Background: an optimization exercise with open tools, aiming at small area. Do not read the settings as production practice.
RTL that was checked went through simulation tests only; none was proved equivalent to the original.
Function not checked in runs 1, 2 and 5 to 7: the RTL went through the layout flow alone.
The clock port is modelled as an ideal driver; clocking choices that lean on that would not hold on a real chip.
Power is estimated from default activity; no workload was simulated.

### design/flow/design.v
`timescale 1ns / 1ps
module uart_fifo(
    input clk,
    input reset,
    input uart_rx,
    output uart_tx,
    output [7:0] led
);
    reg ract;
    reg [3:0] rph;
    reg [3:0] rb;
    reg sb;                  
    reg rrdy, fwr;
    wire rsmp = ract & (rph == 4'd15);
    always @(posedge clk or posedge reset) begin
        if (reset) begin
            ract <= 1'b0;
            rrdy <= 1'b0;
            fwr <= 1'b0;
        end else begin
            rrdy <= rsmp & (rb == 4'd0);
            fwr <= rrdy;
            if (!ract) ract <= ~uart_rx;
            else if (rsmp & (rb == 4'd0)) ract <= 1'b0;
        end
    end
    always @(posedge clk) begin
        rph <= (!ract) ? 4'd0 : rph + 4'd1;
        if (!ract) rb <= 4'd7;
        else if (rsmp) rb <= rb + 4'd1;
        if (rsmp) sb <= uart_rx;
    end
    reg cnt;
    reg [3:0] pw, pr;
    reg busy;                
    reg [7:0] tl;
    wire rd = cnt & ~busy;
    reg [7:0] ring [0:15];
    wire [7:0] tap = ring[15];
    wire wbit = ract & rb[3] & (pw == 4'd15);
    wire [7:0] rin = wbit ? {sb, tap[7:1]} : tap;
    integer i;
    always @(posedge clk) begin
        ring[0] <= rin;
        for (i = 1; i < 16; i = i + 1) ring[i] <= ring[i-1];
    end
    always @(posedge clk or posedge reset) begin
        if (reset) begin
            cnt <= 1'b0;
            pw <= 4'd0;
            pr <= 4'd0;
        end else begin
            cnt <= ~rd & (cnt | fwr);
            pw <= pw + 4'd1 + {3'd0, fwr};
            pr <= pr + 4'd1 + {3'd0, rd};
        end
    end
    reg [7:0] nxt;
    wire fwin = busy & ~tl[7] & ~(tl[5] & tl[4]) & ~(tl[5] & (tl[3:0] == 4'd15));
    wire fetch = fwin & (pr == 4'd15);
    wire cap = wbit & ~cnt & (pw == pr);
    always @(posedge clk) begin
        if (fetch | cap) nxt <= rin;
    end
    reg [7:0] dout;
    always @(posedge clk or posedge reset) begin
        if (reset) dout <= 8'd0;
        else if (rd) dout <= nxt;
    end
    reg flag;                
    reg pre;                 
    reg tx;
    wire [8:0] tl1 = {1'b0, tl} + 9'd1;
    always @(posedge clk or posedge reset) begin
        if (reset) busy <= 1'b0;
        else busy <= rd | (busy & ~tl1[8]);
    end
    always @(posedge clk) tl <= rd ? 8'h5f : tl1[7:0];
    wire [2:0] lane = tl[6:4] + 3'd1;
    wire nb = (pw == {3'd0, flag}) ? tap[lane] : pre;
    always @(posedge clk) begin
        if (busy & ~tl[7] & ~tl[5]) flag <= 1'b0;
        else if (fwr) flag <= 1'b1;
        pre <= nb;
    end
    always @(posedge clk or posedge reset) begin
        if (reset) tx <= 1'b1;
        else if (busy & (tl[3:0] == 4'd15) & (tl[7] | tl[5]))
            tx <= (~tl[7] & ~tl[4]) ? 1'b0 : (tl[7:4] == 4'd15) ? 1'b1 : nb;
    end
    assign uart_tx = tx;
    assign led = dout;
endmodule
### design/flow/flow/run.sh
#!/bin/bash
# Standard layout, except:
# - the clock tree is built by flow/clock_tree.tcl before CTS (a root buffer
#   and one clkbuf_16 per region of registers); CTS then skips its nets;
# - ports are buffered with buf_1.
set -o pipefail
export PRE_CTS_TCL="$PWD/flow/clock_tree.tcl"
export BUFFER_PORTS_ARGS="-buffer_cell sky130_fd_sc_hd__buf_1"
bash standard.sh > standard.log 2>&1
### design/flow/flow/clock_tree.tcl
# A two-level clock tree, built before CTS: the clock port drives one root
# buffer, which drives NLEAF leaf buffers, each driving the registers of one
# region of the placement (found by recursive bisection at the median, along
# the longer side). CTS is then told to skip these nets.
set nleaf 5
set leafcell sky130_fd_sc_hd__clkbuf_16
set rootcell sky130_fd_sc_hd__clkbuf_4
set block [ord::get_db_block]
set db [ord::get_db]
set clknet [$block findNet clk]
set sinks {}
foreach it [$clknet getITerms] {
  set loc [[$it getInst] getLocation]
  lappend sinks [list $it [lindex $loc 0] [lindex $loc 1]]
}
proc bisect {items n} {
  if {$n <= 1 || [llength $items] <= 1} { return [list $items] }
  set xs [lsort -integer [lmap i $items {lindex $i 1}]]
  set ys [lsort -integer [lmap i $items {lindex $i 2}]]
  set dx [expr {[lindex $xs end] - [lindex $xs 0]}]
  set dy [expr {[lindex $ys end] - [lindex $ys 0]}]
  set key [expr {$dx >= $dy ? 1 : 2}]
  set s [lsort -integer -index $key $items]
  set n1 [expr {$n / 2}]
  set k [expr {([llength $s] * $n1) / $n}]
  return [concat [bisect [lrange $s 0 [expr {$k-1}]] $n1] [bisect [lrange $s $k end] [expr {$n - $n1}]]]
}
set groups [bisect $sinks $nleaf]
set rootnet [odb::dbNet_create $block "clkroot_net"]
$rootnet setSigType CLOCK
set skip [list clk clkroot_net]
set gi 0; set rx 0; set ry 0
foreach g $groups {
  set sx 0; set sy 0
  foreach i $g { incr sx [lindex $i 1]; incr sy [lindex $i 2] }
  set cx [expr {$sx / [llength $g]}]; set cy [expr {$sy / [llength $g]}]
  set buf [odb::dbInst_create $block [$db findMaster $leafcell] "clkleaf_$gi"]
  set net [odb::dbNet_create $block "clkleaf_net_$gi"]
  $net setSigType CLOCK
  foreach i $g {
    set it [lindex $i 0]
    $it disconnect
    $it connect $net
  }
  [$buf findITerm A] connect $rootnet
  [$buf findITerm X] connect $net
  $buf setLocation $cx $cy
  $buf setPlacementStatus PLACED
  lappend skip "clkleaf_net_$gi"
  puts "clkleaf_$gi: [llength $g] sinks at $cx $cy"
  incr rx $cx; incr ry $cy
  incr gi
}
set root [odb::dbInst_create $block [$db findMaster $rootcell] "clkroot"]
[$root findITerm A] connect $clknet
[$root findITerm X] connect $rootnet
$root setLocation [expr {$rx / $gi}] [expr {$ry / $gi}]
$root setPlacementStatus PLACED
set_cts_config -skip_nets $skip
### design/flow/standard.sh
#!/bin/bash
# synth_recipe.tcl (not shown) runs the flow's synth.tcl, then flattens the netlist and writes it again
# the make line also repeats each setting of config.mk as NAME=value (left out here)
make -C /OpenROAD-flow-scripts/flow DESIGN_CONFIG=/design/flow/config.mk WORK_HOME=/design/flow/orfs CLKGATE_MAP_FILE= SYNTH_SCRIPT=/design/flow/synth_recipe.tcl "${@:-finish}"
### design/flow/config.mk
export PLATFORM = sky130hd
export DESIGN_NAME = uart_fifo
export DESIGN_NICKNAME = uart_fifo
export VERILOG_FILES = /design/flow/design.v
export SDC_FILE = /design/flow/constraint.sdc
export NUM_CORES = 4
export LEC_CHECK = 0
export CAP_MARGIN = 20
export CORE_MARGIN = 2
export CORE_UTILIZATION = 60
export SLEW_MARGIN = 20
### design/flow/constraint.sdc
create_clock -name core_clock -period 10.0 [get_ports {clk}]
set_input_delay 2.0000 -clock core_clock [delete_from_list [all_inputs] [get_ports {clk}]]
set_output_delay 2.0000 -clock core_clock [all_outputs]
set_load 0.01 [all_outputs]
==> results of run 1 <==
[worst reg2reg max path, cell delays in order (launching register included)]
cell	delay, ps
dfrtp_1	500
nand4_1	140
nor2_2	370
nand4_1	140
o31ai_1	250
buf_4	220
[report_power, final]
part	switching [mW]	leakage (nW)	internal, mW
Combinational	0.0256	0.512	0.0277
Sequential	0.0250	1.49	0.738
Clock	0.179	0.0662	0.0954
[metal layers]
metal | share of wire | vias up | GRT usage | wire length [microns]
met4 | 0.011 | 0 | 0.0162 | 63
met2 | 0.43 | 14 | 0.232 | 2520
met5 | 0 | - | 0 | 0
met3 | 0.026 | 5 | 0.0148 | 151
met1 | 0.53 | 975 | 0.216 | 3070
li1 | - | 1049 | - | -
[Yosys cell counts (2+ instances only)]
cell type	number
o211ai_1	2
dfxtp_1	146
ha_1	9
xnor2_1	9
mux4_1	2
o21ai_0	3
inv_1	12
and3_1	5
a21oi_1	3
nor2_1	7
nand3_1	2
a31oi_1	2
and2_1	2
xor2_1	10
dfrtp_1	21
nand2_1	39
nand4_1	5
edfxtp_1	9
nand2b_1	3
clkbuf_1	3
mux2_2	9
[sequential cells by signal, summed over array words and instances, names as in the netlist]
signal	cells
ring	128
dout	8
nxt	8
tl	8
pr	4
pw	4
rb	4
rph	4
busy	1
cnt	1
flag	1
fwr	1
pre	1
ract	1
rrdy	1
sb	1
tx	1
[through the flow]
| stage | util | setup WS, ps | cell area (sq um) | total power, mW | cells |
|---|---|---|---|---|---|
| after detailed placement | 0.634 | 7180 | 4820 | 0.833 | 427 |
| after floorplan | - | 7470 | 4650 | 0.818 | 316 |
| final | 0.651 | 6840 | 4950 | 1.09 | 433 |
| after global routing | 0.651 | 6780 | 4950 | 1.14 | 433 |
| after global placement | 0.634 | 7260 | 4820 | 0.830 | 427 |
| after CTS | 0.651 | 7170 | 4950 | 1.05 | 433 |
[final timing paths]
path                             startpoint     endpoint  slack (ps)  cells past startpoint
worst max-delay path                     tx      uart_tx        6840                      1
worst min-delay path            ring[11][7]  ring[12][7]         330                      0
worst max register to register         ract       nxt[4]        8080                      5
worst min register to register  ring[11][7]  ring[12][7]         330                      0
max in group asynchronous             reset      dout[6]        7790                      2
min in group asynchronous             reset         rrdy        1660                      2
[layout by cell type (no fill, tap or decap), types with 2 or more instances in the layout]
cell,netlist,final
a21oi_1,3,3
a31oi_1,2,2
and2_1,2,2
and3_1,5,5
buf_1,1,11
buf_4,0,2
clkbuf_16,0,5
dfrtp_1,21,21
dfxtp_1,146,146
edfxtp_1,9,9
ha_1,9,9
inv_1,12,12
mux2_2,9,9
mux4_1,2,2
nand2_1,39,39
nand2b_1,3,3
nand3_1,2,2
nand4_1,5,5
nor2_1,7,7
o211ai_1,2,2
o21ai_0,3,3
xnor2_1,9,9
xor2_1,10,10
[cell type report]
type	count	area, sq um	share of cell area
multi-input combinational	123	847	0.171
inverter	12	45.0	0.00909
buffer	6	133	0.0268
tap	102	128	0.0258
timing repair buffer	13	56.3	0.0114
sequential	177	3740	0.756
[kinds of logic after synthesis]
| family | Yosys count | synth area share |
|---|---|---|
| AOI/OAI and AO/OA | 13 | 0.0183 |
| xor gates and xnor gates | 19 | 0.0358 |
| adders and majority gates | 9 | 0.0242 |
| buffers and inverters | 16 | 0.0129 |
| DFF | 177 | 0.805 |
| muxes | 12 | 0.0352 |
| and+or+nand+nor | 70 | 0.0686 |
==> key figures, run 1 <==
Setup path
  • Crit Path Max Fanout: 2
  • Setup Crit Path Kind: reg2out
  • CP required: 8000 ps
  • Critical Path Slowest Stage Cell: dfstp_2
  • CP Data Arrival Time: 1160 ps
  • WP buf/inv: 1
  • Slowest Stage Delay on Critical Path: 550 ps
  • Delay-heaviest family, CP: flip-flops
  • Critical Path Source Type: register
  • Crit end category: output pin
  • Worst path cell trace: buf_1

Global route
  • First-pass GRT wire length: 9770 microns
  • Number of global-route vias before repair: 2,010
  • Largest net degree at the start of global routing: 37
  • Initial antenna violation count: 0
  • GRT overflow: 0
  • Total GRT Usage: 0.142

Layout
  • Share of cells above drive strength 1: 0.0634
  • Fillers: 577
  • Area Overhead vs Synth: 6.48%
  • Layout net count: 345
  • Ant. Diodes: 0

Yosys
  • Cell variety after synth: 34
  • Largest area contributor in the netlist: dfxtp_1
  • Syn Nets: 328
  • Main synth FF type: dfxtp_1
  • Post-Synthesis Cells: 316
  • Synth Area per Inst: 14.7 sq um
  • Seq/Total Area, Yosys: 0.805
  • Asr flop ratio synth: 0.124
  • Post-synth EDFFs: 9
  • Largest cells by area after synthesis: dfxtp_1, dfrtp_1, edfxtp_1, nand2_1, ha_1
  • Yosys warnings: 2
  • Syn Std Cell Area: 4650 sq um
  • Synth Register Bits: 177
  • Top-area cell type share of the netlist area: 0.628

Timing
  • Fin crit share: 0.316
  • Post-layout min period: 3160 ps
  • Worst-Margin Slew: 881 ps
  • Finish-stage setup viols: 0
  • Final slew viol count: 0
  • Slew headroom: 0.412
  • RSZ-0062 raised after global routing: no
  • Min Hold Slack: 332 ps
  • FMAX: 316 MHz
  • Skew final: 14.6 ps
  • Final Hold Violating Endpoints: 0
  • Setup_tns: 0 ps

Drt
  • Wire per inst: 13.4 microns
  • Starting DRT DRC Count: 71
  • DRT antenna net count: 0
  • DR DRC count: 0
  • Total Wirelength: 5800 microns
  • Routed via count: 2,043
  • Avg Vias per Cell: 4.72
  • Number of detailed-route iterations in the first pass: 4

Die
  • Initial Util: 0.612
  • Die width: 92.1 microns
  • Core area: 7610 sq um
  • Die area: 8470 sq um
  • Die height: 92.1 microns
  • I/O pins: 12
  • Number of cell rows: 32

Pwr
  • Worst vdd rail ir drop: 0.000241 V
  • Leak pwr: 2.07 nW
  • Pwr Density: 220 nW/um^2

Place
  • IO Port Bufs: 11
  • Dpl hpwl: 3660 microns
  • RD Place Congestion: 0.770

Min path
  • Hold Path Class: reg2reg

Clocking
  • Worst skew pair latency: 470 ps
  • Worst-path clk slew: 120 ps
  • Post-cts sizing count: 0
  • CTS Hold Bufs: 0
  • Setup Buffers After CTS: 0

Job
  • Max Cap Viol: 0

Outcome
  • Outcome: no timing/DRC/antenna violations
==> inputs of run 2 (changes only) <==
--- a/design/flow/flow/clock_tree.tcl
+++ b/design/flow/flow/clock_tree.tcl
@@ -3,5 +3,5 @@
 # region of the placement (found by recursive bisection at the median, along
 # the longer side). CTS is then told to skip these nets.
-set nleaf 5
+set nleaf 6
 set leafcell sky130_fd_sc_hd__clkbuf_16
 set rootcell sky130_fd_sc_hd__clkbuf_4
==> key figures, run 2 <==
Clocking
  • Post-cts sizing count: 0 (unchanged)
  • Setup Buffers After CTS: 0 (unchanged)
  • CTS Hold Bufs: 0 (unchanged)
  • Worst-path clk slew: 110 ps (was 120 ps)
  • Worst skew pair latency: 480 ps (was 470 ps)

Yosys
  • Synth Area per Inst: 14.7 sq um (unchanged)
  • Synth Register Bits: 177 (unchanged)
  • Post-synth EDFFs: 9 (unchanged)
  • Seq/Total Area, Yosys: 0.805 (unchanged)
  • Largest area contributor in the netlist: dfxtp_1 (unchanged)
  • Asr flop ratio synth: 0.124 (unchanged)
  • Top-count cell post-synth: dfxtp_1 (unchanged)
  • Top-area cell type share of the netlist area: 0.628 (unchanged)
  • Largest cells by area after synthesis: dfxtp_1, dfrtp_1, edfxtp_1, nand2_1, ha_1 (unchanged)
  • Post-Synthesis Cells: 316 (unchanged)
  • Yosys warnings: 2 (unchanged)
  • Main synth FF type: dfxtp_1 (unchanged)
  • Cell variety after synth: 34 (unchanged)
  • Syn Nets: 328 (unchanged)
  • Syn Std Cell Area: 4650 sq um (unchanged)
  • Most frequent cells after synthesis: dfxtp_1, nand2_1, dfrtp_1, inv_1, xor2_1 (unchanged)

Setup path
  • Delay-heaviest family, CP: flip-flops (unchanged)
  • Worst path cell trace: buf_1 (unchanged)
  • Crit end category: output pin (unchanged)
  • Critical Path Slowest Stage Cell: dfstp_2 (unchanged)
  • Setup Crit Path Kind: reg2out (unchanged)
  • CP required: 8000 ps (about the same)
  • Crit Path Max Fanout: 2 (unchanged)
  • WP buf/inv: 1 (unchanged)
  • Critical Path Source Type: register (unchanged)
  • Slowest Stage Delay on Critical Path: 550 ps (about the same)
  • CP Data Arrival Time: 1170 ps (was 1160 ps)

Timing
  • Final Hold Violating Endpoints: 0 (unchanged)
  • Slew headroom: 0.411 (was 0.412)
  • Worst-Margin Slew: 882 ps (was 881 ps)
  • RSZ-0062 raised after global routing: no (unchanged)
  • Post-layout min period: 3170 ps (was 3160 ps)
  • Skew final: 20.3 ps (was 14.6 ps)
  • Final WS setup: 6830 ps (was 6840 ps)
  • Finish-stage setup viols: 0 (unchanged)
  • Final slew viol count: 0 (unchanged)
  • Min Hold Slack: 321 ps (was 332 ps)
  • Setup_tns: 0 ps (unchanged)
  • Fin crit share: 0.317 (was 0.316)
  • FMAX: 315 MHz (was 316 MHz)

Drt
  • Routed via count: 2,088 (was 2,043)
  • Total Wirelength: 5980 microns (was 5800 microns)
  • Wire per inst: 13.8 microns (was 13.4 microns)
  • Avg Vias per Cell: 4.81 (was 4.72)
  • Number of detailed-route iterations in the first pass: 4 (unchanged)
  • Starting DRT DRC Count: 83 (was 71)
  • DR DRC count: 0 (unchanged)
  • DRT antenna net count: 0 (unchanged)

Pwr
  • Sw Pwr: 231 uW (was 229 uW)
  • Clock power share: 0.264 (was 0.251)
  • Sequential share of power: 0.688 (was 0.700)
  • Leak pwr: 2.08 nW (was 2.07 nW)
  • Logic pwr share: 0.048 (was 0.049)
  • Worst vdd rail ir drop: 0.000205 V (was 0.000241 V)
  • Switching share of power: 0.209 (was 0.210)
  • Pwr Density: 223 nW/um^2 (was 220 nW/um^2)
  • P_int: 878 uW (was 861 uW)

Place
  • Pre-CTS setup slack: 7180 ps (unchanged)
  • IO Port Bufs: 11 (unchanged)
  • Placed cell count: 427 (unchanged)
  • RD Place Congestion: 0.770 (unchanged)
  • Dpl hpwl: 3660 microns (unchanged)

Global route
  • GRT overflow: 0 (unchanged)
  • Initial antenna violation count: 0 (unchanged)
  • First-pass GRT wire length: 10,100 microns (was 9770 microns)
  • Number of global-route vias before repair: 2,081 (was 2,010)
  • Largest net degree at the start of global routing: 31 (was 37)
  • Total GRT Usage: 0.148 (was 0.142)

Die
  • I/O pins: 12 (unchanged)
  • Initial Util: 0.612 (unchanged)
  • Core area: 7610 sq um (unchanged)
  • Number of cell rows: 32 (unchanged)
  • Die width: 92.1 microns (unchanged)
  • Die area: 8470 sq um (unchanged)
  • Die height: 92.1 microns (unchanged)

Layout
  • Final Util: 0.654 (was 0.651)
  • Ant. Diodes: 0 (unchanged)
  • Area Overhead vs Synth: 7.02% (was 6.48%)
  • Layout net count: 346 (was 345)
  • Largest register by flop count: ring (unchanged)
  • Post-route non-filler standard cell count: 434 (was 433)
  • Max reg flops: 128 (unchanged)
  • Leading cell type in the layout, fill and taps excluded: dfxtp_1 (unchanged)
  • Share of cells above drive strength 1: 0.0663 (was 0.0634)
  • Most frequent cells in the layout: dfxtp_1, nand2_1, dfrtp_1, inv_1, buf_1 (unchanged)

Min path
  • Hold Path Class: reg2reg (unchanged)

Outcome
  • Outcome: no timing/DRC/antenna violations (unchanged)

Job
  • Max Cap Viol: 0 (unchanged)
-- run 2: worst paths after layout --
kind	startpoint	endpoint	slack (ps)	cells after the start
setup / recovery	tx	uart_tx	6830	1
hold / removal	ring[13][5]	ring[14][5]	320	0
setup reg to reg	cnt	pr[2]	8080	7
hold reg to reg	ring[13][5]	ring[14][5]	320	0
max in group asynchronous	reset	dout[6]	7780	2
min in group asynchronous	reset	rrdy	1650	2
-- run 2: power groups by stage --
stage	Combinational [mW]	Clock, mW	Sequential [mW]
finish	0.0530	0.293	0.763
global route	0.0637	0.326	0.767
CTS	0.0544	0.236	0.780
detailed placement	0.0538	0	0.779
global placement	0.0510	0	0.779
floorplan	0.0460	0	0.772
-- run 2: cell families after synthesis --
group                      share of synthesized area
AOI/OAI and AO/OA                             0.0183
xor gates and xnor gates                      0.0358
adders and majority gates                     0.0242
buffers and inverters                         0.0129
DFF                                            0.805
muxes                                         0.0352
and+or+nand+nor                               0.0686
-- run 2: area by class of cell --
type                            count  area (sq um)
Buffer                              7           158
Fill cell                         573          2630
Inverter                           12          45.0
Multi-Input combinational cell    123           847
Sequential cell                   177          3740
Tap cell                          102           128
Timing Repair Buffer               13          56.3
-- run 2: layer usage --
layer | track usage | vias to the layer above | wire length (microns) | part of all wire
li1 | - | 1054 | - | -
met1 | 0.220 | 1008 | 3030 | 0.51
met2 | 0.247 | 22 | 2710 | 0.45
met3 | 0.0140 | 4 | 180 | 0.030
met4 | 0.0174 | 0 | 56 | 0.0094
met5 | 0 | - | 0 | 0
-- run 2: metrics by stage --
step / total power [mW] / instance area [sq um]
after floorplan: 0.818 / 4650
after global routing: 1.16 / 4980
after global placement: 0.830 / 4820
after detailed placement: 0.833 / 4820
after CTS: 1.07 / 4980
final: 1.11 / 4980
==> inputs of run 3 (changes only) <==
--- a/design/flow/design.v
+++ b/design/flow/design.v
@@ -8,9 +8,9 @@
 );
     reg ract;
-    reg [3:0] rph;
-    reg [3:0] rb;
+    reg [7:0] u;
     reg sb;                  
     reg rrdy, fwr;
-    wire rsmp = ract & (rph == 4'd15);
+    wire rsmp = ract & (u[3:0] == 4'd15);
+    wire rend = ract & (u == 8'h0f);
     always @(posedge clk or posedge reset) begin
         if (reset) begin
@@ -19,14 +19,12 @@
             fwr <= 1'b0;
         end else begin
-            rrdy <= rsmp & (rb == 4'd0);
+            rrdy <= rend;
             fwr <= rrdy;
             if (!ract) ract <= ~uart_rx;
-            else if (rsmp & (rb == 4'd0)) ract <= 1'b0;
+            else if (rend) ract <= 1'b0;
         end
     end
     always @(posedge clk) begin
-        rph <= (!ract) ? 4'd0 : rph + 4'd1;
-        if (!ract) rb <= 4'd7;
-        else if (rsmp) rb <= rb + 4'd1;
+        u <= ract ? u + 8'd1 : 8'h70;
         if (rsmp) sb <= uart_rx;
     end
@@ -38,6 +36,7 @@
     reg [7:0] ring [0:15];
     wire [7:0] tap = ring[15];
-    wire wbit = ract & rb[3] & (pw == 4'd15);
-    wire [7:0] rin = wbit ? {sb, tap[7:1]} : tap;
+    wire wbit = ract & u[7] & (pw == 4'd15);
+    wire trot;
+    wire [7:0] rin = (wbit | trot) ? {wbit ? sb : tap[0], tap[7:1]} : tap;
     integer i;
     always @(posedge clk) begin
@@ -77,6 +76,7 @@
     end
     always @(posedge clk) tl <= rd ? 8'h5f : tl1[7:0];
-    wire [2:0] lane = tl[6:4] + 3'd1;
-    wire nb = (pw == {3'd0, flag}) ? tap[lane] : pre;
+    wire tslot = (pw == {3'd0, flag});
+    assign trot = tslot & busy & ((tl[7] & ~(tl[6] & tl[5] & tl[4])) | (tl[7:4] == 4'd7));
+    wire nb = tslot ? tap[0] : pre;
     always @(posedge clk) begin
         if (busy & ~tl[7] & ~tl[5]) flag <= 1'b0;
==> design/flow/flow/run.sh (replaced) <==
#!/bin/bash
# Standard layout, except:
# - the clock tree is built by flow/clock_tree.tcl before CTS (a root buffer
#   and one clkbuf_16 per region of registers); CTS then skips its nets;
# - ports are buffered with buf_1;
# - after global routing, gates off the critical paths are downsized
#   (ORFS's power recovery, on all paths).
set -o pipefail
export PRE_CTS_TCL="$PWD/flow/clock_tree.tcl"
export BUFFER_PORTS_ARGS="-buffer_cell sky130_fd_sc_hd__buf_1"
export RECOVER_POWER=100
bash standard.sh > standard.log 2>&1
--- a/design/flow/flow/clock_tree.tcl
+++ b/design/flow/flow/clock_tree.tcl
@@ -3,5 +3,5 @@
 # region of the placement (found by recursive bisection at the median, along
 # the longer side). CTS is then told to skip these nets.
-set nleaf 6
+set nleaf 5
 set leafcell sky130_fd_sc_hd__clkbuf_16
 set rootcell sky130_fd_sc_hd__clkbuf_4
--- a/design/flow/config.mk
+++ b/design/flow/config.mk
@@ -8,4 +8,4 @@
 export CAP_MARGIN = 20
 export CORE_MARGIN = 2
-export CORE_UTILIZATION = 60
+export CORE_UTILIZATION = 75
 export SLEW_MARGIN = 20
==> key figures, run 3 <==
Clocking
  • CTS Hold Bufs: 0 (unchanged)
  • Worst-path clk slew: 120 ps (was 110 ps)
  • Worst skew pair latency: 470 ps (was 480 ps)
  • Setup Buffers After CTS: 0 (unchanged)
  • Post-cts sizing count: 0 (unchanged)

Yosys
  • Post-synth EDFFs: 9 (unchanged)
  • Main synth FF type: dfxtp_1 (unchanged)
  • Most frequent cells after synthesis: dfxtp_1, nand2_1, dfrtp_1, inv_1, nor2_1 (was dfxtp_1, nand2_1, dfrtp_1, inv_1, xor2_1)
  • Largest cells by area after synthesis: dfxtp_1, dfrtp_1, edfxtp_1, nand2_1, mux2_4 (was dfxtp_1, dfrtp_1, edfxtp_1, nand2_1, ha_1)
  • Asr flop ratio synth: 0.124 (unchanged)
  • Synth Area per Inst: 14.4 sq um (was 14.7 sq um)
  • Top-count cell post-synth: dfxtp_1 (unchanged)
  • Top-area cell type share of the netlist area: 0.630 (was 0.628)
  • Synth Register Bits: 177 (unchanged)
  • Largest area contributor in the netlist: dfxtp_1 (unchanged)
  • Post-Synthesis Cells: 323 (was 316)
  • Syn Std Cell Area: 4640 sq um (was 4650 sq um)
  • Seq/Total Area, Yosys: 0.807 (was 0.805)
  • Yosys warnings: 2 (unchanged)
  • Cell variety after synth: 32 (was 34)
  • Syn Nets: 332 (was 328)

Timing
  • Fin crit share: 0.316 (was 0.317)
  • Final WS setup: 6840 ps (was 6830 ps)
  • Finish-stage setup viols: 0 (unchanged)
  • Slew headroom: 0.457 (was 0.411)
  • Final Hold Violating Endpoints: 0 (unchanged)
  • Final slew viol count: 0 (unchanged)
  • Setup_tns: 0 ps (unchanged)
  • Skew final: 9.50 ps (was 20.3 ps)
  • Post-layout min period: 3160 ps (was 3170 ps)
  • FMAX: 316 MHz (was 315 MHz)
  • RSZ-0062 raised after global routing: no (unchanged)
  • Worst-Margin Slew: 814 ps (was 882 ps)

Setup path
  • Setup crit start: tx (unchanged)
  • Worst r2r src: busy (was cnt)
  • R2R Path End: pr[2] (unchanged)
  • Critical Path Source Type: register (unchanged)
  • Reg2reg path depth: 6 (was 7)
  • Worst path cell trace: buf_1 (unchanged)
  • WP buf/inv: 1 (unchanged)
  • Crit end category: output pin (unchanged)
  • CP endpoint: uart_tx (unchanged)
  • Critical Path Stages: 1 (unchanged)
  • Setup Crit Path Kind: reg2out (unchanged)
  • Critical Path Slowest Stage Cell: dfstp_1 (was dfstp_2)
  • R2r setup slk: 7790 ps (was 8080 ps)
  • Delay-heaviest family, CP: flip-flops (unchanged)
  • Slowest Stage Delay on Critical Path: 550 ps (about the same)
  • CP required: 8000 ps (about the same)
  • CP Data Arrival Time: 1160 ps (was 1170 ps)
  • Crit Path Max Fanout: 2 (unchanged)

Pwr
  • P_int: 863 uW (was 878 uW)
  • Leak pwr: 2.02 nW (was 2.08 nW)
  • Worst vdd rail ir drop: 0.000218 V (was 0.000205 V)
  • Pwr Density: 230 nW/um^2 (was 223 nW/um^2)
  • Logic pwr share: 0.064 (was 0.048)
  • Switching share of power: 0.227 (was 0.209)
  • Sw Pwr: 253 uW (was 231 uW)
  • Sequential share of power: 0.685 (was 0.688)
  • Final Power: 1.12 mW (was 1.11 mW)
  • Clock power share: 0.250 (was 0.264)

Drt
  • Routed via count: 2,174 (was 2,088)
  • DRT antenna net count: 0 (unchanged)
  • Number of detailed-route iterations in the first pass: 4 (unchanged)
  • Wire per inst: 17.6 microns (was 13.8 microns)
  • Total Wirelength: 7200 microns (was 5980 microns)
  • Avg Vias per Cell: 5.32 (was 4.81)
  • DR DRC count: 0 (unchanged)
  • Starting DRT DRC Count: 178 (was 83)

Min path
  • Hold Path Class: reg2reg (unchanged)

Layout
  • Most frequent cells in the layout: dfxtp_1, nand2_1, dfrtp_1 (was dfxtp_1, nand2_1, dfrtp_1, inv_1, buf_1)
  • Final Cell Area: 4850 sq um (was 4980 sq um)
  • Leading cell type in the layout, fill and taps excluded: dfxtp_1 (unchanged)
  • Area Overhead vs Synth: 4.42% (was 7.02%)
  • Layout net count: 345 (was 346)
  • Share of cells above drive strength 1: 0.0240 (was 0.0663)
  • Ant. Diodes: 0 (unchanged)
  • Largest register by flop count: ring (unchanged)
  • Max reg flops: 128 (unchanged)

Global route
  • First-pass GRT wire length: 11,300 microns (was 10,100 microns)
  • Largest net degree at the start of global routing: 37 (was 31)
  • Initial antenna violation count: 0 (unchanged)
  • Number of global-route vias before repair: 2,186 (was 2,081)
  • Total GRT Usage: 0.223 (was 0.148)
  • GRT overflow: 0 (unchanged)

Die
  • Initial Util: 0.779 (was 0.612)
  • Die width: 82.7 microns (was 92.1 microns)
  • Die height: 82.7 microns (was 92.1 microns)
  • Number of cell rows: 28 (was 32)
  • Die area: 6830 sq um (was 8470 sq um)
  • I/O pins: 12 (unchanged)
  • Core area: 5960 sq um (was 7610 sq um)

Place
  • Pre-CTS setup slack: 7290 ps (was 7180 ps)
  • Area after DPL: 4740 sq um (was 4820 sq um)
  • Dpl hpwl: 4610 microns (was 3660 microns)
  • RD Place Congestion: 0.767 (was 0.770)
  • IO Port Bufs: 11 (unchanged)

Outcome
  • Outcome: no timing/DRC/antenna violations (unchanged)

Job
  • Max Cap Viol: 0 (unchanged)
run 3: changes by cell type in the layout (fill, tap and decap cells not counted), moves of 3 or more:
cell and delta:
nand3_1 +5, mux2_1 +8, mux2_2 -8, o21ai_0 +4, nand2_1 +4, nor2_1 +4
ha_1 -3
run 3: worst min-delay path by stage:
stage	to	cells after the start	start
global route	ring[9][7]	0	ring[8][7]
CTS	ring[5][2]	0	ring[4][2]
detailed placement	ring[11][3]	0	ring[10][3]
finish	ring[12][7]	0	ring[11][7]
global placement	ring[15][0]	0	ring[14][0]
floorplan	ring[10][0]	0	ring[9][0]
run 3: metrics by stage:
stage / utilization / cells / hold WS [ps]
after detailed placement: 0.796 / 403 / 313
after global routing: 0.814 / 409 / 339
after floorplan: - / 323 / 310
after CTS: 0.819 / 409 / 312
after global placement: 0.796 / 403 / 312
final: 0.814 / 409 / 335
run 3: power by group through the flow:
stage          Combinational (mW)  Sequential (mW)  Clock, mW
4_1_cts                    0.0764            0.780      0.216
6_report                   0.0718            0.765      0.279
2_1_floorplan              0.0580            0.771          0
3_5_place_dp               0.0723            0.779          0
5_1_grt                    0.0795            0.768      0.301
3_3_place_gp               0.0610            0.775          0
run 3: per-layer routing:
layer | GRT usage | vias to the layer above | routed length (microns)
li1 | - | 1053 | -
met1 | 0.292 | 1066 | 3110
met2 | 0.413 | 45 | 3740
met3 | 0.0141 | 10 | 203
met4 | 0.0410 | 0 | 141
met5 | 0 | - | 0
run 3: cell families (layout without fill, tap and decap cells):
family | count (synthesis) | in the layout | share of synthesized area
AO/OA/AOI/OAI | 14 | 14 | 0.0186
flip-flops | 177 | 177 | 0.807
buffers and inverters | 17 | 28 | 0.0159
adder cells (fa/ha/maj) | 6 | 6 | 0.0162
XOR/XNOR | 20 | 20 | 0.0377
AND/OR/NAND/NOR | 80 | 80 | 0.0763
multiplexers | 9 | 9 | 0.0283
run 3: final cells by class:
cell class	count	area, sq um
Buffer	6	133
Multi-Input combinational cell	129	792
Sequential cell	177	3740
Timing Repair Buffer	11	41.3
Tap cell	75	93.8
Inverter	11	41.3
Fill cell	316	1110
==> inputs of run 4 (changes only) <==
--- a/design/flow/config.mk
+++ b/design/flow/config.mk
@@ -8,4 +8,4 @@
 export CAP_MARGIN = 20
 export CORE_MARGIN = 2
-export CORE_UTILIZATION = 75
+export CORE_UTILIZATION = 60
 export SLEW_MARGIN = 20
==> key figures, run 4 <==
Pwr
  • Final Power: 1.09 mW (was 1.12 mW)
  • Clock power share: 0.249 (was 0.250)
  • P_int: 862 uW (was 863 uW)
  • Sw Pwr: 231 uW (was 253 uW)
  • Leak pwr: 2.02 nW (about the same)
  • Pwr Density: 224 nW/um^2 (was 230 nW/um^2)
  • Logic pwr share: 0.054 (was 0.064)
  • Switching share of power: 0.211 (was 0.227)
  • Worst vdd rail ir drop: 0.000209 V (was 0.000218 V)
  • Sequential share of power: 0.697 (was 0.685)

Clocking
  • Worst skew pair latency: 470 ps (about the same)
  • Post-cts sizing count: 0 (unchanged)
  • Setup Buffers After CTS: 0 (unchanged)
  • CTS Hold Bufs: 0 (unchanged)
  • Worst-path clk slew: 120 ps (about the same)

Die
  • Number of cell rows: 32 (was 28)
  • Die width: 91.9 microns (was 82.7 microns)
  • Core area: 7610 sq um (was 5960 sq um)
  • I/O pins: 12 (unchanged)
  • Die height: 91.9 microns (was 82.7 microns)
  • Initial Util: 0.610 (was 0.779)
  • Die area: 8450 sq um (was 6830 sq um)

Min path
  • Hold Path Class: reg2reg (unchanged)
  • Hold path depth: 0 (unchanged)
  • Hold Path Origin: ring[7][4] (was ring[11][7])

Setup path
  • CP Data Arrival Time: 1150 ps (was 1160 ps)
  • Setup crit start: tx (unchanged)
  • Crit Path Max Fanout: 2 (unchanged)
  • Worst r2r src: busy (unchanged)
  • Critical Path Slowest Stage Cell: dfstp_2 (was dfstp_1)
  • Delay-heaviest family, CP: flip-flops (unchanged)
  • Slowest Stage Delay on Critical Path: 540 ps (was 550 ps)
  • Worst path cell trace: buf_1 (unchanged)
  • Critical Path Stages: 1 (unchanged)
  • Reg2reg path depth: 6 (unchanged)
  • Setup Crit Path Kind: reg2out (unchanged)
  • CP required: 8000 ps (about the same)
  • WP buf/inv: 1 (unchanged)
  • Crit end category: output pin (unchanged)
  • Critical Path Source Type: register (unchanged)

Timing
  • FMAX: 317 MHz (was 316 MHz)
  • Final slew viol count: 0 (unchanged)
  • Setup_tns: 0 ps (unchanged)
  • Skew final: 13.3 ps (was 9.50 ps)
  • Fin crit share: 0.315 (was 0.316)
  • Finish-stage setup viols: 0 (unchanged)
  • Post-layout min period: 3150 ps (was 3160 ps)
  • Slew headroom: 0.436 (was 0.457)
  • Final WS setup: 6850 ps (was 6840 ps)
  • Min Hold Slack: 332 ps (was 335 ps)
  • RSZ-0062 raised after global routing: no (unchanged)
  • Worst-Margin Slew: 845 ps (was 814 ps)
  • Final Hold Violating Endpoints: 0 (unchanged)

Global route
  • Initial antenna violation count: 0 (unchanged)
  • GRT overflow: 0 (unchanged)
  • Total GRT Usage: 0.134 (was 0.223)
  • Number of global-route vias before repair: 1,969 (was 2,186)
  • Largest net degree at the start of global routing: 37 (unchanged)
  • First-pass GRT wire length: 9210 microns (was 11,300 microns)

Layout
  • Ant. Diodes: 0 (unchanged)
  • Sequential cell area: 3740 sq um (unchanged)
  • Max reg flops: 128 (unchanged)
  • Most frequent cells in the layout: dfxtp_1, nand2_1, dfrtp_1 (unchanged)
  • Post-route non-filler standard cell count: 436 (was 409)
  • Leading cell type in the layout, fill and taps excluded: dfxtp_1 (unchanged)
  • Largest register by flop count: ring (unchanged)
  • Final Util: 0.641 (was 0.814)
  • Share of cells above drive strength 1: 0.0269 (was 0.0240)
  • Layout net count: 345 (unchanged)
  • Area Overhead vs Synth: 5.15% (was 4.42%)
  • Final Cell Area: 4880 sq um (was 4850 sq um)
  • Fillers: 595 (was 316)
  • Multi-input gate area: 792 sq um (unchanged)

Yosys
  • Asr flop ratio synth: 0.124 (unchanged)
  • Largest cells by area after synthesis: dfxtp_1, dfrtp_1, edfxtp_1, nand2_1, mux2_4 (unchanged)
  • Yosys warnings: 2 (unchanged)
  • Post-Synthesis Cells: 323 (unchanged)
  • Main synth FF type: dfxtp_1 (unchanged)
  • Top-area cell type share of the netlist area: 0.630 (unchanged)
  • Synth Register Bits: 177 (unchanged)
  • Syn Nets: 332 (unchanged)
  • Largest area contributor in the netlist: dfxtp_1 (unchanged)
  • Post-synth EDFFs: 9 (unchanged)
  • Cell variety after synth: 32 (unchanged)
  • Top-count cell post-synth: dfxtp_1 (unchanged)
  • Syn Std Cell Area: 4640 sq um (unchanged)
  • Synth Area per Inst: 14.4 sq um (unchanged)
  • Most frequent cells after synthesis: dfxtp_1, nand2_1, dfrtp_1, inv_1, nor2_1 (unchanged)
  • Seq/Total Area, Yosys: 0.807 (unchanged)

Drt
  • Number of detailed-route iterations in the first pass: 5 (was 4)
  • Avg Vias per Cell: 4.72 (was 5.32)
  • DR DRC count: 0 (unchanged)
  • Starting DRT DRC Count: 69 (was 178)
  • Total Wirelength: 5610 microns (was 7200 microns)
  • DRT antenna net count: 0 (unchanged)
  • Routed via count: 2,056 (was 2,174)
  • Wire per inst: 12.9 microns (was 17.6 microns)

Place
  • RD Place Congestion: 0.798 (was 0.767)
  • Placed cell count: 430 (was 403)
  • Dpl hpwl: 3780 microns (was 4610 microns)
  • IO Port Bufs: 11 (unchanged)
  • Area after DPL: 4780 sq um (was 4740 sq um)
  • Pre-CTS setup slack: 7220 ps (was 7290 ps)

Job
  • Max Cap Viol: 0 (unchanged)

Outcome
  • Outcome: no timing/DRC/antenna violations (unchanged)
run 4: cell counts after synthesis:
No cell type changed its count.
run 4: power by group through the flow:
stage / Combinational (mW) / Sequential, mW / Clock (mW)
4_1_cts: 0.0642 / 0.778 / 0.216
2_1_floorplan: 0.0580 / 0.771 / 0
6_report: 0.0595 / 0.761 / 0.272
5_1_grt: 0.0690 / 0.766 / 0.304
3_3_place_gp: 0.0614 / 0.777 / 0
3_5_place_dp: 0.0636 / 0.777 / 0
run 4: layer usage:
layer  vias up  track usage  routed length, microns
li1       1051            -                       -
met1       962        0.198                    2870
met2        30        0.219                    2430
met3        13       0.0123                     173
met4         0       0.0286                     136
met5         -            0                       0
run 4: layout make-up:
| type | instances | share of cell area |
|---|---|---|
| Sequential cell | 177 | 0.767 |
| Multi-Input combinational cell | 129 | 0.162 |
| Buffer | 6 | 0.0272 |
| Tap cell | 102 | 0.0262 |
| Timing Repair Buffer | 11 | 0.00846 |
| Inverter | 11 | 0.00846 |
run 4: path summary, 6_finish.rpt:
path | end | slack [ps]
setup / recovery | uart_tx | 6850
hold reg to reg | ring[8][4] | 330
setup reg to reg | pr[2] | 7770
hold / removal | ring[8][4] | 330
max in group asynchronous | dout[6] | 7830
min in group asynchronous | rrdy | 1650
run 4: cells by family (layout without fill, tap and decap cells):
logic type	count (synthesis)	in the layout	share of synthesized area
AO/OA/AOI/OAI	14	14	0.0186
XOR/XNOR	20	20	0.0377
adder cells (fa/ha/maj)	6	6	0.0162
buffers and inverters	17	28	0.0159
flip-flops	177	177	0.807
multiplexers	9	9	0.0283
AND/OR/NAND/NOR	80	80	0.0763
==> inputs of run 5 (changes only) <==
--- a/design/flow/design.v
+++ b/design/flow/design.v
@@ -9,23 +9,24 @@
     reg ract;
     reg [7:0] u;
-    reg sb;                  
-    reg rrdy, fwr;
+    reg sb;
+    reg fwr;
     wire rsmp = ract & (u[3:0] == 4'd15);
     wire rend = ract & (u == 8'h0f);
+    wire rrdy = sb & ~ract;
     always @(posedge clk or posedge reset) begin
         if (reset) begin
             ract <= 1'b0;
-            rrdy <= 1'b0;
+            sb <= 1'b0;
             fwr <= 1'b0;
         end else begin
-            rrdy <= rend;
             fwr <= rrdy;
             if (!ract) ract <= ~uart_rx;
             else if (rend) ract <= 1'b0;
+            if (rsmp) sb <= uart_rx | rend;
+            else if (!ract) sb <= 1'b0;
         end
     end
     always @(posedge clk) begin
         u <= ract ? u + 8'd1 : 8'h70;
-        if (rsmp) sb <= uart_rx;
     end
     reg cnt;
==> key figures, run 5 <==
Yosys
  • Largest area contributor in the netlist: dfxtp_1 (unchanged)
  • Syn Nets: 326 (was 332)
  • Cell variety after synth: 37 (was 32)
  • Most frequent cells after synthesis: dfxtp_1, nand2_1, dfrtp_1, xor2_1 (was dfxtp_1, nand2_1, dfrtp_1, inv_1, nor2_1)
  • Top-count cell post-synth: dfxtp_1 (unchanged)
  • Asr flop ratio synth: 0.125 (was 0.124)
  • Largest cells by area after synthesis: dfxtp_1, dfrtp_1, edfxtp_1, nand2_1, mux2_4 (unchanged)
  • Post-Synthesis Cells: 317 (was 323)
  • Post-synth EDFFs: 8 (was 9)
  • Syn Std Cell Area: 4640 sq um (about the same)
  • Seq/Total Area, Yosys: 0.801 (was 0.807)
  • Synth Area per Inst: 14.6 sq um (was 14.4 sq um)
  • Main synth FF type: dfxtp_1 (unchanged)
  • Top-area cell type share of the netlist area: 0.630 (about the same)
  • Yosys warnings: 2 (unchanged)
  • Synth Register Bits: 176 (was 177)

Layout
  • Most frequent cells in the layout: dfxtp_1, nand2_1, dfrtp_1, xor2_1, buf_1 (was dfxtp_1, nand2_1, dfrtp_1)
  • Post-route non-filler standard cell count: 431 (was 436)
  • Final Cell Area: 4880 sq um (about the same)
  • Layout net count: 340 (was 345)
  • Ant. Diodes: 0 (unchanged)
  • Area Overhead vs Synth: 5.26% (was 5.15%)
  • Largest register by flop count: ring (unchanged)
  • Leading cell type in the layout, fill and taps excluded: dfxtp_1 (unchanged)
  • Share of cells above drive strength 1: 0.0304 (was 0.0269)
  • Max reg flops: 128 (unchanged)

Drt
  • Starting DRT DRC Count: 28 (was 69)
  • DRT antenna net count: 0 (unchanged)
  • Wire per inst: 13.2 microns (was 12.9 microns)
  • Routed via count: 2,034 (was 2,056)
  • DR DRC count: 0 (unchanged)
  • Number of detailed-route iterations in the first pass: 4 (was 5)
  • Avg Vias per Cell: 4.72 (about the same)
  • Total Wirelength: 5680 microns (was 5610 microns)

Min path
  • Hold path depth: 0 (unchanged)
  • Hold Path Origin: ring[10][1] (was ring[7][4])
  • Hold Path Class: reg2reg (unchanged)
  • End of the worst hold path: ring[11][1] (was ring[8][4])

Setup path
  • Worst path cell trace: buf_1 (unchanged)
  • Setup Crit Path Kind: reg2out (unchanged)
  • CP Data Arrival Time: 1160 ps (was 1150 ps)
  • WP buf/inv: 1 (unchanged)
  • R2R Path End: pr[2] (unchanged)
  • CP required: 8000 ps (about the same)
  • Critical Path Source Type: register (unchanged)
  • R2r setup slk: 7760 ps (was 7770 ps)
  • Crit end category: output pin (unchanged)
  • Worst r2r src: busy (unchanged)
  • Slowest Stage Delay on Critical Path: 550 ps (was 540 ps)
  • Reg2reg path depth: 6 (unchanged)
  • Critical Path Slowest Stage Cell: dfstp_1 (was dfstp_2)
  • Delay-heaviest family, CP: flip-flops (unchanged)
  • Crit Path Max Fanout: 2 (unchanged)

Pwr
  • Pwr Density: 258 nW/um^2 (was 224 nW/um^2)
  • Switching share of power: 0.249 (was 0.211)
  • Logic pwr share: 0.122 (was 0.054)
  • Sequential share of power: 0.662 (was 0.697)
  • Leak pwr: 2.03 nW (was 2.02 nW)
  • Sw Pwr: 314 uW (was 231 uW)
  • P_int: 946 uW (was 862 uW)
  • Final Power: 1.26 mW (was 1.09 mW)
  • Clock power share: 0.216 (was 0.249)
  • Worst vdd rail ir drop: 0.000265 V (was 0.000209 V)

Timing
  • Final slew viol count: 0 (unchanged)
  • Finish-stage setup viols: 0 (unchanged)
  • Slew headroom: 0.438 (was 0.436)
  • RSZ-0062 raised after global routing: no (unchanged)
  • Worst-Margin Slew: 842 ps (was 845 ps)
  • Setup_tns: 0 ps (unchanged)
  • Skew final: 15.1 ps (was 13.3 ps)
  • FMAX: 317 MHz (about the same)
  • Min Hold Slack: 324 ps (was 332 ps)
  • Fin crit share: 0.316 (was 0.315)
  • Final Hold Violating Endpoints: 0 (unchanged)
  • Post-layout min period: 3160 ps (was 3150 ps)

Clocking
  • Post-cts sizing count: 0 (unchanged)
  • Worst skew pair latency: 460 ps (was 470 ps)
  • CTS Hold Bufs: 0 (unchanged)
  • Setup Buffers After CTS: 0 (unchanged)
  • Worst-path clk slew: 120 ps (about the same)

Place
  • IO Port Bufs: 11 (unchanged)
  • Area after DPL: 4780 sq um (about the same)
  • Dpl hpwl: 3800 microns (was 3780 microns)
  • Placed cell count: 425 (was 430)
  • RD Place Congestion: 0.781 (was 0.798)

Global route
  • Number of global-route vias before repair: 1,937 (was 1,969)
  • Initial antenna violation count: 0 (unchanged)
  • Largest net degree at the start of global routing: 37 (unchanged)
  • First-pass GRT wire length: 9440 microns (was 9210 microns)
  • GRT overflow: 0 (unchanged)
  • Total GRT Usage: 0.136 (was 0.134)

Die
  • Initial Util: 0.610 (about the same)
  • Core area: 7610 sq um (unchanged)
  • Die area: 8450 sq um (about the same)
  • I/O pins: 12 (unchanged)
  • Number of cell rows: 32 (unchanged)
  • Die width: 91.9 microns (about the same)
  • Die height: 91.9 microns (about the same)

Outcome
  • Outcome: no timing/DRC/antenna violations (unchanged)

Job
  • Max Cap Viol: 0 (unchanged)
run 5: cell types whose count changed in the layout (fill, tap and decap cells not counted), moves of 2 or more:
cell | before | now
nand2_1 | 43 | 36
or3_1 | 3 | 0
a21oi_1 | 3 | 1
o21ai_0 | 7 | 4
nand3_1 | 7 | 5
nor4_1 | 2 | 0
and3_1 | 3 | 5
nor2b_1 | 1 | 5
a31oi_1 | 0 | 2
nor3_1 | 2 | 0
run 5: how the worst max path moves through the flow:
stage	to	cells past startpoint	slack, ps	startpoint
finish	uart_tx	1	6840	tx
global route	uart_tx	1	6770	tx
CTS	dout[5]	2	7230	reset
detailed placement	dout[5]	2	7240	reset
global placement	dout[5]	2	7290	reset
floorplan	uart_tx	0	7470	tx
run 5: cells by family after synthesis:
group,share of synthesized area
DFF,0.801
and+or+nand+nor,0.0731
xor gates and xnor gates,0.0397
AOI/OAI and AO/OA,0.0248
buffers and inverters,0.0148
muxes,0.0305
adders and majority gates,0.0162
run 5: layout make-up:
type                            instances  area, sq um
Buffer                                  6          133
Fill cell                             592         2730
Inverter                               10         37.5
Multi-Input combinational cell        125          825
Sequential cell                       176         3710
Tap cell                              102          128
Timing Repair Buffer                   12         45.0
run 5: per-layer routing:
layer / wire length, microns / part of all wire / vias to the layer above / global-route usage
li1: - / - / 1040 / -
met2: 2470 / 0.43 / 17 / 0.214
met4: 63 / 0.011 / 0 / 0.0149
met1: 3000 / 0.53 / 972 / 0.213
met3: 153 / 0.027 / 5 / 0.0140
met5: 0 / 0 / - / 0
run 5: power by group through the flow:
stage,clock [mW],combinational [mW],sequential (mW)
final,0.273,0.153,0.834
after global routing,0.305,0.176,0.843
after CTS,0.216,0.159,0.850
after detailed placement,0,0.158,0.850
after global placement,0,0.152,0.848
after floorplan,0,0.132,0.834
run 5: through the flow:
step / setup slack [ps] / util
final: 6840 / 0.642
after global routing: 6770 / 0.642
after CTS: 7230 / 0.646
after global placement: 7290 / 0.629
after detailed placement: 7240 / 0.629
after floorplan: 7470 / -
==> inputs of run 6 (changes only) <==
==> design/flow/design.v (replaced) <==
`timescale 1ns / 1ps
module uart_fifo(
    input clk,
    input reset,
    input uart_rx,
    output uart_tx,
    output [7:0] led
);
    function [3:0] db;
        input [3:0] q;
        db = {q[2:0], q[3] ^ q[2] ^ (q[2:0] == 3'd0)};
    endfunction
    reg ract;
    reg [3:0] ul, uh;
    reg sb;                  
    reg rrdy, fwr;
    wire rsmp = ract & (ul == 4'd8);
    wire rend = rsmp & (uh == 4'd0);
    always @(posedge clk or posedge reset) begin
        if (reset) begin
            ract <= 1'b0;
            rrdy <= 1'b0;
            fwr <= 1'b0;
        end else begin
            rrdy <= rend;
            fwr <= rrdy;
            if (!ract) ract <= ~uart_rx;
            else if (rend) ract <= 1'b0;
        end
    end
    always @(posedge clk) begin
        ul <= ract ? db(ul) : 4'd0;
        uh <= ract ? uh + {3'd0, ul == 4'd8} : 4'd7;
        if (rsmp) sb <= uart_rx;
    end
    reg cnt;
    reg [3:0] pw, pr;
    reg busy;                
    reg [3:0] tlo, th;       
    wire rd = cnt & ~busy;
    reg [7:0] ring [0:15];
    wire [7:0] tap = ring[15];
    wire wbit = ract & uh[3] & (pw == 4'd15);
    wire trot;
    wire [7:0] rin = (wbit | trot) ? {wbit ? sb : tap[0], tap[7:1]} : tap;
    integer i;
    always @(posedge clk) begin
        ring[0] <= rin;
        for (i = 1; i < 16; i = i + 1) ring[i] <= ring[i-1];
    end
    always @(posedge clk or posedge reset) begin
        if (reset) begin
            cnt <= 1'b0;
            pw <= 4'd0;
            pr <= 4'd0;
        end else begin
            cnt <= ~rd & (cnt | fwr);
            pw <= pw + 4'd1 + {3'd0, fwr};
            pr <= pr + 4'd1 + {3'd0, rd};
        end
    end
    reg [7:0] nxt;
    wire fwin = busy & ~th[3] & ~(th[1] & th[0]) & ~(th[1] & (tlo == 4'd8));
    wire fetch = fwin & (pr == 4'd15);
    wire cap = wbit & ~cnt & (pw == pr);
    always @(posedge clk) begin
        if (fetch | cap) nxt <= rin;
    end
    reg [7:0] dout;
    always @(posedge clk or posedge reset) begin
        if (reset) dout <= 8'd0;
        else if (rd) dout <= nxt;
    end
    reg flag;                
    reg pre;                 
    reg tx;
    always @(posedge clk or posedge reset) begin
        if (reset) busy <= 1'b0;
        else busy <= rd | (busy & ~((th == 4'd15) & (tlo == 4'd8)));
    end
    always @(posedge clk) begin
        tlo <= rd ? 4'd8 : db(tlo);
        th <= rd ? 4'd5 : th + {3'd0, tlo == 4'd8};
    end
    wire tslot = (pw == {3'd0, flag});
    assign trot = tslot & busy & ((th[3] & ~(th[2] & th[1] & th[0])) | (th == 4'd7));
    wire nb = tslot ? tap[0] : pre;
    always @(posedge clk) begin
        if (busy & ~th[3] & ~th[1]) flag <= 1'b0;
        else if (fwr) flag <= 1'b1;
        pre <= nb;
    end
    always @(posedge clk or posedge reset) begin
        if (reset) tx <= 1'b1;
        else if (busy & (tlo == 4'd8) & (th[3] | th[1]))
            tx <= (~th[3] & ~th[0]) ? 1'b0 : (th == 4'd15) ? 1'b1 : nb;
    end
    assign uart_tx = tx;
    assign led = dout;
endmodule
--- a/design/flow/flow/clock_tree.tcl
+++ b/design/flow/flow/clock_tree.tcl
@@ -5,5 +5,5 @@
 set nleaf 5
 set leafcell sky130_fd_sc_hd__clkbuf_16
-set rootcell sky130_fd_sc_hd__clkbuf_4
+set rootcell sky130_fd_sc_hd__clkbuf_1
 set block [ord::get_db_block]
 set db [ord::get_db]
==> key figures, run 6 <==
Timing
  • Final Hold Violating Endpoints: 0 (unchanged)
  • Final WS setup: 6440 ps (was 6840 ps)
  • RSZ-0062 raised after global routing: no (unchanged)
  • Finish-stage setup viols: 0 (unchanged)
  • FMAX: 281 MHz (was 317 MHz)
  • Skew final: 16.0 ps (was 15.1 ps)
  • Slew headroom: 0.448 (was 0.438)
  • Final slew viol count: 0 (unchanged)
  • Fin crit share: 0.356 (was 0.316)
  • Post-layout min period: 3560 ps (was 3160 ps)
  • Worst-Margin Slew: 827 ps (was 842 ps)
  • Setup_tns: 0 ps (unchanged)

Yosys
  • Main synth FF type: dfxtp_1 (unchanged)
  • Top-count cell post-synth: dfxtp_1 (unchanged)
  • Most frequent cells after synthesis: dfxtp_1, nand2_1, dfrtp_1, inv_1, nor2_1 (was dfxtp_1, nand2_1, dfrtp_1, xor2_1)
  • Synth Register Bits: 177 (was 176)
  • Cell variety after synth: 36 (was 37)
  • Syn Std Cell Area: 4640 sq um (about the same)
  • Synth Area per Inst: 15.0 sq um (was 14.6 sq um)
  • Post-Synthesis Cells: 310 (was 317)
  • Seq/Total Area, Yosys: 0.807 (was 0.801)
  • Top-area cell type share of the netlist area: 0.630 (about the same)
  • Post-synth EDFFs: 9 (was 8)
  • Largest area contributor in the netlist: dfxtp_1 (unchanged)
  • Syn Nets: 323 (was 326)
  • Largest cells by area after synthesis: dfxtp_1, dfrtp_1, edfxtp_1, ha_1, mux2_4 (was dfxtp_1, dfrtp_1, edfxtp_1, nand2_1, mux2_4)
  • Yosys warnings: 2 (unchanged)
  • Asr flop ratio synth: 0.124 (was 0.125)

Outcome
  • Outcome: no timing/DRC/antenna violations (unchanged)

Setup path
  • WP buf/inv: 1 (unchanged)
  • Worst r2r src: busy (unchanged)
  • Crit Path Max Fanout: 2 (unchanged)
  • Setup Crit Path Kind: reg2out (unchanged)
  • Critical Path Source Type: register (unchanged)
  • Slowest Stage Delay on Critical Path: 550 ps (about the same)
  • CP required: 8000 ps (about the same)
  • Crit end category: output pin (unchanged)
  • Worst path cell trace: buf_1 (unchanged)
  • Setup crit start: tx (unchanged)
  • CP Data Arrival Time: 1560 ps (was 1160 ps)
  • Delay-heaviest family, CP: flip-flops (unchanged)
  • Critical Path Slowest Stage Cell: dfstp_2 (was dfstp_1)

Layout
  • Sequential cell area: 3740 sq um (was 3710 sq um)
  • Share of cells above drive strength 1: 0.0338 (was 0.0304)
  • Multi-input gate area: 792 sq um (was 825 sq um)
  • Max reg flops: 128 (unchanged)
  • Largest register by flop count: ring (unchanged)
  • Layout net count: 340 (unchanged)
  • Most frequent cells in the layout: dfxtp_1, nand2_1, dfrtp_1, inv_1 (was dfxtp_1, nand2_1, dfrtp_1, xor2_1, buf_1)
  • Leading cell type in the layout, fill and taps excluded: dfxtp_1 (unchanged)
  • Fillers: 578 (was 592)
  • Regs by FF count: ring (128), dout (8), nxt (8)
  • Final Cell Area: 4890 sq um (was 4880 sq um)
  • Ant. Diodes: 0 (unchanged)
  • Area Overhead vs Synth: 5.34% (was 5.26%)

Drt
  • Wire per inst: 13.2 microns (about the same)
  • Number of detailed-route iterations in the first pass: 4 (unchanged)
  • Total Wirelength: 5650 microns (was 5680 microns)
  • Routed via count: 2,030 (was 2,034)
  • DRT antenna net count: 0 (unchanged)
  • Avg Vias per Cell: 4.75 (was 4.72)
  • Starting DRT DRC Count: 61 (was 28)
  • DR DRC count: 0 (unchanged)

Die
  • Die area: 8450 sq um (about the same)
  • Die width: 91.9 microns (about the same)
  • Initial Util: 0.610 (about the same)
  • Core area: 7610 sq um (unchanged)
  • I/O pins: 12 (unchanged)
  • Number of cell rows: 32 (unchanged)
  • Die height: 91.9 microns (about the same)

Job
  • Max Cap Viol: 0 (unchanged)

Place
  • IO Port Bufs: 11 (unchanged)
  • Pre-CTS setup slack: 7240 ps (about the same)
  • Area after DPL: 4800 sq um (was 4780 sq um)
  • RD Place Congestion: 0.776 (was 0.781)
  • Dpl hpwl: 3710 microns (was 3800 microns)

Global route
  • Initial antenna violation count: 0 (unchanged)
  • Total GRT Usage: 0.140 (was 0.136)
  • Largest net degree at the start of global routing: 37 (unchanged)
  • First-pass GRT wire length: 9650 microns (was 9440 microns)
  • Number of global-route vias before repair: 1,959 (was 1,937)
  • GRT overflow: 0 (unchanged)

Clocking
  • Worst skew pair latency: 870 ps (was 460 ps)
  • Setup Buffers After CTS: 0 (unchanged)
  • Worst-path clk slew: 130 ps (was 120 ps)
  • Post-cts sizing count: 0 (unchanged)
  • CTS Hold Bufs: 0 (unchanged)

Pwr
  • Worst vdd rail ir drop: 0.000182 V (was 0.000265 V)
  • Leak pwr: 2.08 nW (was 2.03 nW)
  • Final Power: 981 uW (was 1.26 mW)
  • Pwr Density: 201 nW/um^2 (was 258 nW/um^2)

Min path
  • Hold Path Origin: ring[10][3] (was ring[10][1])
  • Hold Path Class: reg2reg (unchanged)
-- run 6: routing by layer --
layer  share of wire  up-vias  global-route usage
met5               0        -                   0
met4           0.019        0              0.0224
met3           0.024        9              0.0123
met2            0.43       15               0.222
met1            0.53      981               0.216
li1                -     1025                   -
-- run 6: cells by family after synthesis --
family | synth area share
flops | 0.807
buf+inv | 0.0146
fa+ha+maj | 0.0270
compound gates | 0.0186
mux | 0.0283
simple gates | 0.0742
xor+xnor | 0.0302
-- run 6: final cells by class --
type | count | area share
Sequential cell | 177 | 0.766
Inverter | 13 | 0.00998
Multi-Input combinational cell | 117 | 0.162
Timing Repair Buffer | 12 | 0.00922
Tap cell | 102 | 0.0261
Buffer | 6 | 0.0264
-- run 6: path summary, 6_finish.rpt --
kind	slack, ps	cells past startpoint	end
worst max-delay path	6440	1	uart_tx
worst min-delay path	330	0	ring[11][3]
worst max register to register	7670	6	pr[2]
worst min register to register	330	0	ring[11][3]
max in group asynchronous	8240	2	dout[3]
min in group asynchronous	1240	2	dout[7]
-- run 6: metrics by stage --
step,std cells,hold WS [ps],utilization
finish,427,328,0.642
global route,427,332,0.642
CTS,427,312,0.648
detailed placement,421,312,0.631
global placement,421,310,0.631
floorplan,310,310,-
-- run 6: where the power goes --
group / total (mW) / switching (mW) / internal, mW / leakage (nW)
Clock: 0.268 / 0.178 / 0.0900 / 0.0628
Combinational: 0.00206 / 0.00187 / 0.000197 / 0.470
Sequential: 0.711 / 0 / 0.711 / 1.54
Total: 0.981 / 0.179 / 0.801 / 2.08
==> inputs of run 7 (changes only) <==
--- a/design/flow/flow/clock_tree.tcl
+++ b/design/flow/flow/clock_tree.tcl
@@ -5,5 +5,5 @@
 set nleaf 5
 set leafcell sky130_fd_sc_hd__clkbuf_16
-set rootcell sky130_fd_sc_hd__clkbuf_1
+set rootcell sky130_fd_sc_hd__clkbuf_4
 set block [ord::get_db_block]
 set db [ord::get_db]
==> key figures, run 7 <==
Outcome
  • Outcome: no timing/DRC/antenna violations (unchanged)

Timing
  • Finish-stage setup viols: 0 (unchanged)
  • Skew final: 15.3 ps (was 16.0 ps)
  • Worst-Margin Slew: 827 ps (unchanged)
  • Post-layout min period: 3150 ps (was 3560 ps)
  • RSZ-0062 raised after global routing: no (unchanged)
  • Final WS setup: 6850 ps (was 6440 ps)
  • FMAX: 317 MHz (was 281 MHz)
  • Final Hold Violating Endpoints: 0 (unchanged)
  • Setup_tns: 0 ps (unchanged)
  • Fin crit share: 0.315 (was 0.356)
  • Final slew viol count: 0 (unchanged)
  • Slew headroom: 0.448 (unchanged)

Clocking
  • Worst-path clk slew: 120 ps (was 130 ps)
  • Post-cts sizing count: 0 (unchanged)
  • Worst skew pair latency: 460 ps (was 870 ps)
  • CTS Hold Bufs: 0 (unchanged)
  • Setup Buffers After CTS: 0 (unchanged)

Yosys
  • Largest area contributor in the netlist: dfxtp_1 (unchanged)
  • XOR/XNOR Fraction of Synth Area: 0.0302 (unchanged)
  • Largest cells by area after synthesis: dfxtp_1, dfrtp_1, edfxtp_1, ha_1, mux2_4 (unchanged)
  • Top-count cell post-synth: dfxtp_1 (unchanged)
  • Post-synthesis compound-gate area fraction: 0.0186 (unchanged)
  • Top-area cell type share of the netlist area: 0.630 (unchanged)
  • Cell variety after synth: 36 (unchanged)
  • Synth Register Bits: 177 (unchanged)
  • Mux share of post-synthesis cell area: 0.0283 (unchanged)
  • Area share of and/or/nand/nor cells after synthesis: 0.0742 (unchanged)
  • Syn Std Cell Area: 4640 sq um (unchanged)
  • Area share of fa/ha/maj cells after synthesis: 0.0270 (unchanged)
  • Post-Synthesis Cells: 310 (unchanged)
  • Post-synth EDFFs: 9 (unchanged)
  • Asr flop ratio synth: 0.124 (unchanged)
  • Seq/Total Area, Yosys: 0.807 (unchanged)
  • Synth Area per Inst: 15.0 sq um (unchanged)
  • Yosys warnings: 2 (unchanged)
  • Syn Nets: 323 (unchanged)
  • Most frequent cells after synthesis: dfxtp_1, nand2_1, dfrtp_1, inv_1, nor2_1 (unchanged)
  • Main synth FF type: dfxtp_1 (unchanged)
  • Largest family of logic cells by synthesized area: simple AND/OR/NAND/NOR gates (unchanged)

Global route
  • First-pass GRT wire length: 9650 microns (about the same)
  • GRT overflow: 0 (unchanged)
  • GR peak layer: met2 (unchanged)
  • Met2 Resource Use GR: 0.222 (unchanged)
  • Number of global-route vias before repair: 1,964 (was 1,959)
  • Initial antenna violation count: 0 (unchanged)
  • Met3 GRT Util: 0.0123 (unchanged)
  • Met1 GRT Util: 0.216 (unchanged)
  • Total GRT Usage: 0.140 (unchanged)
  • Largest net degree at the start of global routing: 37 (unchanged)

Drt
  • DR DRC count: 0 (unchanged)
  • DRT antenna net count: 0 (unchanged)
  • Routed via count: 2,031 (was 2,030)
  • Number of detailed-route iterations in the first pass: 4 (unchanged)
  • Wire per inst: 13.2 microns (about the same)
  • Avg Vias per Cell: 4.76 (was 4.75)
  • Total Wirelength: 5650 microns (about the same)
  • Starting DRT DRC Count: 62 (was 61)

Setup path
  • CP required: 8000 ps (about the same)
  • Critical Path Source Type: register (unchanged)
  • Worst path cell trace: buf_1 (unchanged)
  • Setup crit start: tx (unchanged)
  • WP buf/inv: 1 (unchanged)
  • Crit Path Max Fanout: 2 (unchanged)
  • Critical Path Slowest Stage Cell: dfstp_2 (unchanged)
  • Setup Crit Path Kind: reg2out (unchanged)
  • CP Data Arrival Time: 1150 ps (was 1560 ps)
  • Slowest Stage Delay on Critical Path: 550 ps (about the same)
  • Worst r2r src: busy (unchanged)
  • Delay-heaviest family, CP: flip-flops (unchanged)
  • Crit end category: output pin (unchanged)

Pwr
  • Sequential share of power: 0.722 (was 0.725)
  • Logic pwr share: 0.002 (about the same)
  • Clock power share: 0.276 (was 0.273)
  • Switching share of power: 0.181 (was 0.183)
  • Pwr Density: 201 nW/um^2 (about the same)
  • P_int: 807 uW (was 801 uW)
  • Worst vdd rail ir drop: 0.000185 V (was 0.000182 V)
  • Sw Pwr: 179 uW (about the same)
  • Leak pwr: 2.08 nW (about the same)

Die
  • Die area: 8450 sq um (unchanged)
  • Die height: 91.9 microns (unchanged)
  • Die width: 91.9 microns (unchanged)
  • Core area: 7610 sq um (unchanged)
  • I/O pins: 12 (unchanged)
  • Number of cell rows: 32 (unchanged)
  • Initial Util: 0.610 (unchanged)

Min path
  • Hold Path Class: reg2reg (unchanged)
  • Hold Path Origin: ring[10][3] (unchanged)

Place
  • Area after DPL: 4800 sq um (unchanged)
  • IO Port Bufs: 11 (unchanged)
  • Dpl hpwl: 3710 microns (unchanged)
  • RD Place Congestion: 0.776 (unchanged)
  • Pre-CTS setup slack: 7240 ps (unchanged)

Layout
  • Ant. Diodes: 0 (unchanged)
  • Max reg flops: 128 (unchanged)
  • Regs by FF count: ring (128), dout (8), nxt (8) (unchanged)
  • Final Cell Area: 4890 sq um (about the same)
  • Leading cell type in the layout, fill and taps excluded: dfxtp_1 (unchanged)
  • Most frequent cells in the layout: dfxtp_1, nand2_1, dfrtp_1, inv_1 (unchanged)
  • Layout net count: 340 (unchanged)
  • Largest register by flop count: ring (unchanged)
  • Final Util: 0.643 (was 0.642)
  • Share of cells above drive strength 1: 0.0369 (was 0.0338)
  • Area Overhead vs Synth: 5.42% (was 5.34%)

Job
  • Max Cap Viol: 0 (unchanged)
==> run 7: cell counts after synthesis <==
No cell type changed its count.
==> run 7: worst reg2reg max path: cells and delay by family (launching register included) <==
family	cells	cell delay [ps]
buffers and inverters	2	540
xor gates and xnor gates	1	140
DFF	1	470
and+or+nand+nor	1	630
adders and majority gates	2	490
==> run 7: cell type report <==
class                      instances  area, sq um
tap                              102          128
buffer                             6          133
multi-input combinational        117          792
inverter                          13         48.8
timing repair buffer              12         45.0
fill                             578         2720
sequential                       177         3740
==> run 7: cells by family after synthesis <==
logic type / count (synthesis)
DFF: 177
and+or+nand+nor: 70
xor gates and xnor gates: 16
buffers and inverters: 16
AOI/OAI and AO/OA: 12
adders and majority gates: 10
muxes: 9
==> run 7: final timing paths <==
kind,end,slack (ps),depth (start not counted)
max in group asynchronous,dout[3],7830,2
worst min-delay path,ring[11][3],330,0
worst min register to register,ring[11][3],330,0
min in group asynchronous,dout[7],1650,2
worst max register to register,pr[2],7670,6
worst max-delay path,uart_tx,6850,1
==> run 7: per-layer routing <==
layer	vias up	share of wire
met5	-	0
met4	0	0.018
met3	9	0.024
met2	16	0.43
met1	981	0.53
li1	1025	-
==> run 7: metrics by stage <==
step,hold slack [ps],cells,total power [mW]
2_1_floorplan,310,310,0.728
3_3_place_gp,310,421,0.729
3_5_place_dp,312,421,0.729
4_1_cts,312,427,0.945
5_1_grt,331,427,1.02
6_report,327,427,0.985
==> run 7: power groups by stage <==
stage | Combinational [mW] | Clock (mW) | Sequential, mW
4_1_cts | 0.00227 | 0.216 | 0.727
6_report | 0.00206 | 0.272 | 0.711
5_1_grt | 0.00263 | 0.304 | 0.711
3_3_place_gp | 0.00228 | 0 | 0.727
3_5_place_dp | 0.00227 | 0 | 0.727
2_1_floorplan | 0.00133 | 0 | 0.727

Re-timed with assumed drivers on the ports (clkbuf_16 on the clock, buf_2 on other inputs), run 7 has 6.824 ns of setup slack against 6.848 ns with ideal ports, and 7.301 ns once port delays also move by the mid clock arrival of 0.477 ns.
